From an optimization exercise on the open Yosys and OpenROAD flow, aimed at small area; shortcuts taken in it are not production practice.
Only simulation tests tie the RTL to the original design; equivalence was not proved.

==> inputs of zinc <==
// gaussian_blur
module gaussian_blur #(
   parameter PIXEL_DEPTH = 8,
   parameter KERNEL_SIZE = 7,
   parameter PPC = 1
) (
   input bit clk,
   input bit rst_n,
   input logic [KERNEL_SIZE*(KERNEL_SIZE+PPC-1)*PIXEL_DEPTH-1:0] in_data,
   output logic [PIXEL_DEPTH-1:0] out_pixel
);
export LEC_CHECK = 0
export CAP_MARGIN = 20
export CORE_MARGIN = 2
export CORE_UTILIZATION = 40
export CTS_BUF_LIST = sky130_fd_sc_hd__clkbuf_2
export CTS_CLUSTER_SIZE = 16
export SLEW_MARGIN = 20
export SYNTH_HIERARCHICAL = 1
export SYNTH_MINIMUM_KEEP_SIZE = 0
create_clock -name core_clock -period 16.0 [get_ports {clk}]
standard.sh (not shown) runs the stock make flow with config.mk's settings and CLKGATE_MAP_FILE= SYNTH_SCRIPT=/design/flow/synth_recipe.tcl, a recipe that flattens the netlist after the stock synthesis.
==> flow/flow/run.sh <==
#!/bin/bash
# The standard layout, with two changes: the port buffers use the smallest buffer cell,
# and after placement resizing every logic cell goes back to drive strength 1.
set -euo pipefail
export BUFFER_PORTS_ARGS="-buffer_cell sky130_fd_sc_hd__buf_1"
export POST_RESIZE_TCL="$(pwd)/flow/downsize.tcl"
bash standard.sh > standard_flow.log 2>&1
==> flow/flow/downsize.tcl <==
# After placement resizing: put every logic cell back to its smallest drive strength.
# Later timing repair (after CTS and global routing) sizes up whatever needs it.
set db [ord::get_db]
set n 0
foreach inst [[ord::get_db_block] getInsts] {
  set m [[$inst getMaster] getName]
  if { [regexp {^(sky130_fd_sc_hd__[a-z0-9]+)_([0-9]+)$} $m -> base drv] && $drv > 1
       && ![string match "*clk*" $base] && ![string match "*tap*" $base]
       && ![string match "*dly*" $base] } {
    if { [$db findMaster ${base}_1] ne "NULL" } {
      replace_cell [$inst getName] ${base}_1
      incr n
    }
  }
}
puts "downsize: $n cells set to drive strength 1"
==> inputs of raven, as changes to zinc <==
==> flow/flow/run.sh (replaced) <==
#!/bin/bash
set -euo pipefail
export BUFFER_PORTS_ARGS="-buffer_cell sky130_fd_sc_hd__buf_1"
bash standard.sh > standard_flow.log 2>&1
--- a/flow/config.mk
+++ b/flow/config.mk
@@ -9,5 +9,4 @@
 export CORE_MARGIN = 2
-export CORE_UTILIZATION = 40
+export CORE_UTILIZATION = 65
 export CTS_BUF_LIST = sky130_fd_sc_hd__clkbuf_2
-export CTS_CLUSTER_SIZE = 16
 export SLEW_MARGIN = 20
removed: flow/flow/downsize.tcl
==> inputs of tundra, as changes to zinc <==
==> flow/flow/run.sh (replaced) <==
#!/bin/bash
set -euo pipefail
export BUFFER_PORTS_ARGS="-buffer_cell sky130_fd_sc_hd__buf_1"
bash standard.sh > standard_flow.log 2>&1
--- a/flow/config.mk
+++ b/flow/config.mk
@@ -11,3 +11,2 @@
 export CTS_BUF_LIST = sky130_fd_sc_hd__clkbuf_2
-export CTS_CLUSTER_SIZE = 16
 export SLEW_MARGIN = 20
removed: flow/flow/downsize.tcl
==> comparison table <==
Pre-CTS setup slack: zinc 115 ps; raven -133 ps; tundra 71.2 ps
Final Critical Period: zinc 15520 ps; raven 15680 ps; tundra 15560 ps
Routed wire length: zinc 22600 um; raven 21700 um; tundra 22500 um
Initial core utilization: zinc 40.8%; raven 66.0%; tundra 40.8%
Cell count after placement: zinc 1272; raven 1135; tundra 1272
Worst path max stage delay: zinc 560 ps; raven 570 ps; tundra 560 ps
Area of the multi-input gates: zinc 0.00964 mm2; raven 0.00968 mm2; tundra 0.00966 mm2
Standard-cell rows: zinc 57; raven 45; tundra 57
Run status: zinc timing/DRC/antenna clean; raven timing/DRC/antenna clean; tundra timing/DRC/antenna clean
Final standard cell area without fillers: zinc 0.0118 mm2; raven 0.0117 mm2; tundra 0.0119 mm2
Core Footprint: zinc 0.0243 mm2; raven 0.0150 mm2; tundra 0.0243 mm2
Critical path arrival: zinc 15660 ps; raven 15800 ps; tundra 15690 ps
Placer Congestion: zinc 0.845; raven 0.902; tundra 0.845
GRT Resource Usage Total: zinc 18.6%; raven 30.1%; tundra 18.6%
DR top layer: zinc met5; raven met4; tundra met5
Highest clock frequency the design can meet: zinc 64.4 MHz; raven 63.8 MHz; tundra 64.3 MHz
Wire length the detailed router placed on met1: zinc 8850 um; raven 7930 um; tundra 8910 um

## what the ideal ports hide
The flow's constraints put no driver on any port. The routed layouts listed below were extracted and timed again, unchanged, in two steps.
Step 1: set_driving_cell puts a clkbuf_16 on clk and a buf_2 on each other input, an assumption about the parent block.
Step 2 also shifts input and output timing later by t, the mid clock arrival at the registers, as if the neighbouring blocks saw the same clock.
a / b / c = no drivers / after step 1 / after step 2; a / b = the first two.
| run | shift t [ns] | setup WS [ns] | worst setup path at the end | latest minus earliest clock arrival (ns) | worst data-port slew with drivers (ns) |
|---|---|---|---|---|---|
| zinc | 0.248 | 0.475 / 0.463 / 0.215 | input to register | 0.005 / 0.005 | 0.08 |
| raven | 0.240 | 0.324 / 0.319 / 0.079 | input to register | 0.001 / 0.001 | 0.06 |
| tundra | 0.245 | 0.439 / 0.435 / 0.190 | input to register | 0.006 / 0.007 | 0.08 |
After both steps every run listed still meets setup and hold. For zinc, which loses most, drivers alone change the setup slack by -0.012 ns; drivers and shift together by -0.260 ns.
